From an optimization exercise on the open Yosys and OpenROAD flow, aimed at small area, a short achievable clock period and few clock cycles; shortcuts taken in it are not production practice.
RTL that was checked went through simulation tests only; none was proved equivalent to the original.
No activity file was given, so power comes from the tool's default toggle rates.

==> 11-14: inputs <==
Design cpu20, start of the top module:
module cpu20 (
    input             clk,
    input             reset,
    output     [11:0] imem_addr,
    input      [19:0] imem_data,
    output reg [10:0] dmem_addr,
    output     [19:0] dmem_wdata,
    output reg        dmem_we,
    input      [19:0] dmem_rdata,
    output reg        halted
);
    wire [19:0] instr  = imem_data;
    wire [4:0]  opcode = instr[19:15];
    wire [11:0] pc_f;
    wire f_rtype  = (opcode <= 5'd4);
    wire f_itype  = (opcode >= 5'd5) && (opcode <= 5'd9);
    wire f_ld     = (opcode == 5'd10);
    wire f_st     = (opcode == 5'd11);
    wire f_jump   = (opcode == 5'd12);
    wire f_br     = (opcode >= 5'd13) && (opcode <= 5'd17);
    reg [4:0] f_aluop;
    always @(*) begin
        case (opcode)
            5'd0, 5'd5: f_aluop = 5'b00001;
            5'd1, 5'd8: f_aluop = 5'b00010;
            5'd2, 5'd6: f_aluop = 5'b00100;
            5'd3, 5'd7: f_aluop = 5'b01000;
            5'd4, 5'd9: f_aluop = 5'b10000;
            default:    f_aluop = 5'b00000;
        endcase
    end
    reg [2:0] f_cond;    
    always @(*) begin
        case (opcode)
            5'd13:   f_cond = 3'b001;    
            5'd14:   f_cond = 3'b010;    
            5'd15:   f_cond = 3'b100;    
            5'd16:   f_cond = 3'b011;    
            5'd17:   f_cond = 3'b101;    
            default: f_cond = 3'b000;
        endcase
    end
    wire [3:0] f_rs1 = (f_st | f_br) ? instr[14:11] : instr[10:7];
    wire [3:0] f_rs2 = f_br ? instr[10:7] : instr[6:3];
    wire       f_halt = f_jump && (instr[10:0] == pc_f[10:0]) && !pc_f[11];
  ...
==> module ProgramCounter, before the edit <==
module ProgramCounter (
    input             clock,
    input             reset,
    input             branch,
    input             enableJump,
    input      [11:0] branchAddress,
    input      [11:0] JumpAddress,
    output reg [11:0] pcOut
);
    always @(posedge clock or posedge reset) begin
        if (reset)
            pcOut <= 12'b0;
        else if (branch)
            pcOut <= branchAddress;
        else if (enableJump)
            pcOut <= JumpAddress;
        else
            pcOut <= pcOut + 12'd1;
    end
endmodule
==> module cpu20, before the edit <==
module cpu20 (
    input             clk,
    input             reset,
    output     [11:0] imem_addr,
    input      [19:0] imem_data,
    output reg [10:0] dmem_addr,
    output     [19:0] dmem_wdata,
    output reg        dmem_we,
    input      [19:0] dmem_rdata,
    output reg        halted
);
    wire [19:0] instr  = imem_data;
    wire [4:0]  opcode = instr[19:15];
    wire [11:0] pc_f;
    wire f_rtype  = (opcode <= 5'd4);
    wire f_itype  = (opcode >= 5'd5) && (opcode <= 5'd9);
    wire f_ld     = (opcode == 5'd10);
    wire f_st     = (opcode == 5'd11);
    wire f_jump   = (opcode == 5'd12);
    wire f_br     = (opcode >= 5'd13) && (opcode <= 5'd17);
    reg [4:0] f_aluop;
    always @(*) begin
        case (opcode)
            5'd0, 5'd5: f_aluop = 5'b00001;
            5'd1, 5'd8: f_aluop = 5'b00010;
            5'd2, 5'd6: f_aluop = 5'b00100;
            5'd3, 5'd7: f_aluop = 5'b01000;
            5'd4, 5'd9: f_aluop = 5'b10000;
            default:    f_aluop = 5'b00000;
        endcase
    end
    reg [2:0] f_cond;    
    always @(*) begin
        case (opcode)
            5'd13:   f_cond = 3'b001;    
            5'd14:   f_cond = 3'b010;    
            5'd15:   f_cond = 3'b100;    
            5'd16:   f_cond = 3'b011;    
            5'd17:   f_cond = 3'b101;    
            default: f_cond = 3'b000;
        endcase
    end
    wire [3:0] f_rs1 = (f_st | f_br) ? instr[14:11] : instr[10:7];
    wire [3:0] f_rs2 = f_br ? instr[10:7] : instr[6:3];
    wire       f_halt = f_jump && (instr[10:0] == pc_f[10:0]) && !pc_f[11];
    reg [3:0]  x_rs1, x_rs2, x_rd;
    reg [6:0]  x_imm;
    reg        x_useimm, x_ld;
    reg [4:0]  x_aluop;
    reg        x_wen;        
    reg [2:0]  x_cond;       
    wire taken;
    always @(posedge clk or posedge reset) begin
        if (reset) begin
            x_wen   <= 1'b0;
            x_cond  <= 3'b000;
            dmem_we <= 1'b0;
            halted  <= 1'b0;
        end else begin
            x_wen   <= (f_rtype | f_itype | f_ld) & ~taken;
            x_cond  <= f_cond & {3{~taken}};
            dmem_we <= f_st & ~taken;
            if (f_halt & ~taken)
                halted <= 1'b1;
        end
    end
    always @(posedge clk) begin
        x_rs1     <= f_rs1;
        x_rs2     <= f_rs2;
        x_rd      <= instr[14:11];
        x_imm     <= instr[6:0];
        x_useimm  <= f_itype;
        x_ld      <= f_ld;
        x_aluop   <= f_aluop;
        dmem_addr <= instr[10:0];
    end
    wire [19:0] rdata1, rdata2, alu_out;
    wire [19:0] imm20   = {{13{x_imm[6]}}, x_imm};
    wire [19:0] wb_data = x_ld ? dmem_rdata : alu_out;
    RegisterFile rf (
        .clock(clk),
        .writeEnable(x_wen),
        .writeRegister(x_rd),
        .WriteData(wb_data),
        .ReadRegister1(x_rs1),
        .ReadRegister2(x_rs2),
        .ReadData1(rdata1),
        .ReadData2(rdata2)
    );
    ALU alu (
        .input1(rdata1),
        .input2(x_useimm ? imm20 : rdata2),
        .op(x_aluop),
        .aluOutput(alu_out)
    );
    wire equal = (rdata1 == rdata2);
    wire lower = ($signed(rdata1) < $signed(rdata2));
    wire greater = ~equal & ~lower;
    assign taken = (x_cond[0] & equal) | (x_cond[1] & lower) | (x_cond[2] & greater);
    wire [11:0] branch_target = pc_f + {{5{x_imm[6]}}, x_imm} - 12'd1;
    ProgramCounter pcu (
        .clock(clk),
        .reset(reset),
        .branch(taken),
        .enableJump(f_jump),
        .branchAddress(branch_target),
        .JumpAddress({1'b0, instr[10:0]}),
        .pcOut(pc_f)
    );
    assign imem_addr  = pc_f;
    assign dmem_wdata = rdata1;
endmodule
export LEC_CHECK = 0
export CAP_MARGIN = 20
export CORE_MARGIN = 2
export CORE_UTILIZATION = 40
export PLACE_DENSITY = 0.6
export SLEW_MARGIN = 20
create_clock -name core_clock -period 10.0 [get_ports {clk}]
standard.sh (not shown) runs the stock make flow with config.mk's settings and CLKGATE_MAP_FILE= SYNTH_SCRIPT=/design/flow/synth_recipe.tcl, a recipe that flattens the netlist after the stock synthesis.
==> flow/flow/run.sh <==
#!/bin/bash
# Standard synthesis, then the standard layout with repair_timing aiming for
# extra setup slack (a tighter internal target than the 10 ns clock).
set -euo pipefail
MARGIN=$(cat flow/margin.txt)
bash standard.sh synth > synth.log 2>&1
bash standard.sh SETUP_SLACK_MARGIN=$MARGIN finish > layout.log 2>&1
==> flow/flow/margin.txt <==
6
==> 08-27 (differences from 11-14) <==
==> flow/run.sh (new file) <==
#!/bin/bash
# synth_recipe.tcl (not shown) runs the flow's synth.tcl, then flattens the netlist and writes it again
# the make line also repeats each setting of config.mk as NAME=value (left out here)
make -C /OpenROAD-flow-scripts/flow DESIGN_CONFIG=/design/flow/config.mk WORK_HOME=/design/flow/orfs CLKGATE_MAP_FILE= SYNTH_SCRIPT=/design/flow/synth_recipe.tcl finish
removed: flow/flow/run.sh
removed: flow/flow/margin.txt
removed: flow/standard.sh
==> 10-21 (differences from 11-14) <==
==> flow/design.v (replaced) <==
module ALU (
    input      [19:0] input1,
    input      [19:0] input2,
    input      [4:0]  op,
    output reg [19:0] aluOutput
);
    wire [19:0] sum  = input1 + (op[1] ? ~input2 : input2) + {19'b0, op[1]};
    wire [19:0] shl  = input1 << input2[4:0];
    always @(*) begin
        aluOutput = ({20{op[0] | op[1]}} & sum)
                  | ({20{op[2]}} & (input1 | input2))
                  | ({20{op[3]}} & ~(input1 & input2))
                  | ({20{op[4]}} & shl);
    end
endmodule
module RegisterFile (
    input             clock,
    input             writeEnable,
    input      [3:0]  writeRegister,
    input      [19:0] WriteData,
    input      [3:0]  ReadRegister1,
    input      [3:0]  ReadRegister2,
    output     [19:0] ReadData1,
    output     [19:0] ReadData2
);
    reg [19:0] registers [0:15];
    always @(posedge clock) begin
        if (writeEnable)
            registers[writeRegister] <= WriteData;
    end
    assign ReadData1 = registers[ReadRegister1];
    assign ReadData2 = registers[ReadRegister2];
endmodule
module ProgramCounter (
    input             clock,
    input             reset,
    input             mispredict,
    input      [11:0] recoverAddress,
    input             redirect,
    input      [11:0] redirectAddress,
    output reg [11:0] pcOut
);
    always @(posedge clock or posedge reset) begin
        if (reset)
            pcOut <= 12'b0;
        else if (mispredict)
            pcOut <= recoverAddress;
        else if (redirect)
            pcOut <= redirectAddress;
        else
            pcOut <= pcOut + 12'd1;
    end
endmodule
module cpu20 (
    input             clk,
    input             reset,
    output     [11:0] imem_addr,
    input      [19:0] imem_data,
    output reg [10:0] dmem_addr,
    output     [19:0] dmem_wdata,
    output reg        dmem_we,
    input      [19:0] dmem_rdata,
    output reg        halted
);
    wire        misp;         
    wire [11:0] pc_f;
    wire [19:0] instr  = imem_data;
    wire [4:0]  opcode = instr[19:15];
    wire f_rtype = (opcode <= 5'd4);
    wire f_itype = (opcode >= 5'd5) && (opcode <= 5'd9);
    wire f_ld    = (opcode == 5'd10);
    wire f_st    = (opcode == 5'd11);
    wire f_jump  = (opcode == 5'd12);
    wire f_br    = (opcode >= 5'd13) && (opcode <= 5'd17);
    wire f_pred  = f_br & instr[6];             
    reg [4:0] f_aluop;
    always @(*) begin
        case (opcode)
            5'd0, 5'd5: f_aluop = 5'b00001;
            5'd1, 5'd8: f_aluop = 5'b00010;
            5'd2, 5'd6: f_aluop = 5'b00100;
            5'd3, 5'd7: f_aluop = 5'b01000;
            5'd4, 5'd9: f_aluop = 5'b10000;
            default:    f_aluop = 5'b00000;
        endcase
    end
    reg [2:0] f_cond;
    always @(*) begin
        case (opcode)
            5'd13:   f_cond = 3'b001;    
            5'd14:   f_cond = 3'b010;    
            5'd15:   f_cond = 3'b100;    
            5'd16:   f_cond = 3'b011;    
            5'd17:   f_cond = 3'b101;    
            default: f_cond = 3'b000;
        endcase
    end
    wire [2:0] f_mcond = f_pred ? ~f_cond : f_cond;
    wire [3:0] f_rs1 = (f_st | f_br) ? instr[14:11] : instr[10:7];
    wire [3:0] f_rs2 = (f_st | f_br) ? instr[10:7]  : instr[6:3];
    wire       f_halt = f_jump && (instr[10:0] == pc_f[10:0]) && !pc_f[11];
    wire [11:0] f_imm12 = {{5{instr[6]}}, instr[6:0]};
    wire [11:0] redirect_address = f_jump ? {1'b0, instr[10:0]} : pc_f + f_imm12;
    reg [3:0]  r_rs1, r_rs2, r_rd;
    reg [6:0]  r_imm;
    reg        r_useimm, r_ld, r_pred;
    reg [4:0]  r_aluop;
    reg        r_wen, r_st, r_halt;      
    reg [2:0]  r_mcond;
    always @(posedge clk or posedge reset) begin
        if (reset) begin
            r_wen   <= 1'b0;
            r_st    <= 1'b0;
            r_halt  <= 1'b0;
            r_mcond <= 3'b000;
        end else begin
            r_wen   <= (f_rtype | f_itype | f_ld) & ~misp;
            r_st    <= f_st & ~misp;
            r_halt  <= f_halt & ~misp;
            r_mcond <= f_mcond & {3{~misp}};
        end
    end
    always @(posedge clk) begin
        r_rs1    <= f_rs1;
        r_rs2    <= f_rs2;
        r_rd     <= instr[14:11];
        r_imm    <= instr[6:0];
        r_useimm <= f_itype;
        r_ld     <= f_ld;
        r_pred   <= f_pred;
        r_aluop  <= f_aluop;
    end
    wire [19:0] rdata1, rdata2;
    reg  [19:0] x_a, x_b;
    reg  [3:0]  x_rd;
    reg  [4:0]  x_aluop;
    reg         x_ld;
    reg         x_wen;
    reg  [2:0]  x_mcond;
    reg  [11:0] x_alt;
    wire [19:0] x_res;
    wire        fwd1 = x_wen && (x_rd == r_rs1);
    wire        fwd2 = x_wen && (x_rd == r_rs2);
    wire [19:0] r_imm20 = {{13{r_imm[6]}}, r_imm};
    wire [11:0] r_alt = r_pred ? pc_f - r_imm20[11:0] + 12'd1
                               : pc_f + r_imm20[11:0] - 12'd1;
    always @(posedge clk or posedge reset) begin
        if (reset) begin
            x_wen   <= 1'b0;
            x_mcond <= 3'b000;
            dmem_we <= 1'b0;
            halted  <= 1'b0;
        end else begin
            x_wen   <= r_wen & ~misp;
            x_mcond <= r_mcond & {3{~misp}};
            dmem_we <= r_st & ~misp;
            if (r_halt & ~misp)
                halted <= 1'b1;
        end
    end
    always @(posedge clk) begin
        x_a       <= fwd1 ? x_res : rdata1;
        x_b       <= r_useimm ? r_imm20 : (fwd2 ? x_res : rdata2);
        x_rd      <= r_rd;
        x_aluop   <= r_aluop;
        x_ld      <= r_ld;
        x_alt     <= r_alt;
        dmem_addr <= {(r_st ? r_rs2 : r_rs1), r_imm};
    end
    wire [19:0] alu_out;
    ALU alu (
        .input1(x_a),
        .input2(x_b),
        .op(x_aluop),
        .aluOutput(alu_out)
    );
    assign x_res = x_ld ? dmem_rdata : alu_out;
    RegisterFile rf (
        .clock(clk),
        .writeEnable(x_wen),
        .writeRegister(x_rd),
        .WriteData(x_res),
        .ReadRegister1(r_rs1),
        .ReadRegister2(r_rs2),
        .ReadData1(rdata1),
        .ReadData2(rdata2)
    );
    wire equal   = (x_a == x_b);
    wire lower   = ($signed(x_a) < $signed(x_b));
    wire greater = ~equal & ~lower;
    assign misp  = (x_mcond[0] & equal) | (x_mcond[1] & lower) | (x_mcond[2] & greater);
    ProgramCounter pcu (
        .clock(clk),
        .reset(reset),
        .mispredict(misp),
        .recoverAddress(x_alt),
        .redirect(f_jump | f_pred),
        .redirectAddress(redirect_address),
        .pcOut(pc_f)
    );
    assign imem_addr  = pc_f;
    assign dmem_wdata = x_a;
endmodule
==> qor summary <==
| item | 11-14 | 10-21 | 08-27 |
|---|---|---|---|
| Status | finished clean | finished clean | finished clean |
| Switching Share | 0.323 | 0.334 | 0.312 |
| Detailed-routed wire length on met2 | 33.4 mm | 36.1 mm | 29.0 mm |
| Chip height | 231 µm | 247 µm | 231 µm |
| Number of buffers inserted during clock tree synthesis | 40 | 44 | 38 |
| Worst Hold Launch | halted | r_aluop[1] | halted |
| Total design power | 5460 µW | 6430 µW | 4750 µW |
| Area share of the largest cell type after synthesis | 0.466 | 0.405 | 0.466 |
| Adder and majority cell fraction of the synthesized area | 0.0400 | 0.0740 | 0.0400 |
| Number of logic stages on the critical path including buffering | 8 | 17 | 15 |
| Post-synthesis register bit count | 368 | 428 | 368 |
| Proportion of final cell area spent on non-clock buffers | 0.131 | 0.118 | 0.0486 |
| Required time at the endpoint of the critical path | 8.00 ns | 10.45 ns | 10.17 ns |
| Fraction of power consumed by combinational cells | 0.387 | 0.400 | 0.307 |
| Largest net degree at the start of global routing | 51 | 57 | 59 |
| Share of layout cells above drive strength 1 | 0.407 | 0.363 | 0.232 |
| Area of the core | 51100 µm² | 58800 µm² | 51100 µm² |
| Endpoint arrival time on the critical path | 2.72 ns | 5.09 ns | 6.54 ns |
| Endpoint of the worst register-to-register path | pcu.pcOut[4] | pcu.pcOut[9] | rf.registers[12][19] |
| Worst-case reg-to-reg path depth | 18 | 17 | 15 |
| Synthesized netlist cell count | 1401 | 1707 | 1401 |
| Hold Crit Endpoint | halted | x_aluop[1] | halted |
| Worst hold slack | 0.506 ns | 0.327 ns | 0.481 ns |
| Routed length per placed instance | 29.6 µm | 27.3 µm | 26.8 µm |
| Vias in the first global route | 14300 | 16700 | 13400 |
| Area of all sequential standard cells | 10700 µm² | 11900 µm² | 10700 µm² |
| Worst Path Buf+Inv | 6 | 6 | 1 |
Testbench counts of 11-14, summed over its fixed seeds: cycles 76,491.
Testbench counts of 08-27, summed over its fixed seeds: cycles 76,491.
The RTL of 10-21 was laid out without a check of its function.

what the ideal ports hide:
The flow's constraints put no driver on any port. The routed layouts listed below were extracted and timed again, unchanged, in two steps. Step 1, drivers: a clkbuf_16 drives clk and a buf_2 each remaining input, both assumed. Step 2 moves the port delays by t, midway between the first and last clock arrival at a register: inputs arrive t later, outputs are due t later. That takes back most of the time a late clock gives input paths. Three values: ideal ports, drivers, drivers and shift; two values: the first two.
| run | t (ns) | slack for setup (ns) | worst hold slack (ns) | worst slew at a driven data input, ns |
|---|---|---|---|---|
| 11-14 | 0.617 | 5.277 / 5.215 / 5.302 | 0.506 / 0.506 / 0.506 | 0.07 |
| 08-27 | 0.599 | 3.629 / 3.629 / 3.629 | 0.481 / 0.481 / 0.481 | 0.07 |
| 10-21 | 0.621 | 5.361 / 5.335 / 4.934 | 0.327 / 0.327 / 0.327 | 0.07 |
After both steps setup and hold are still met in every run listed. The setup slack of 10-21, which loses most, moves by -0.026 ns with the drivers and by -0.427 ns with both steps.
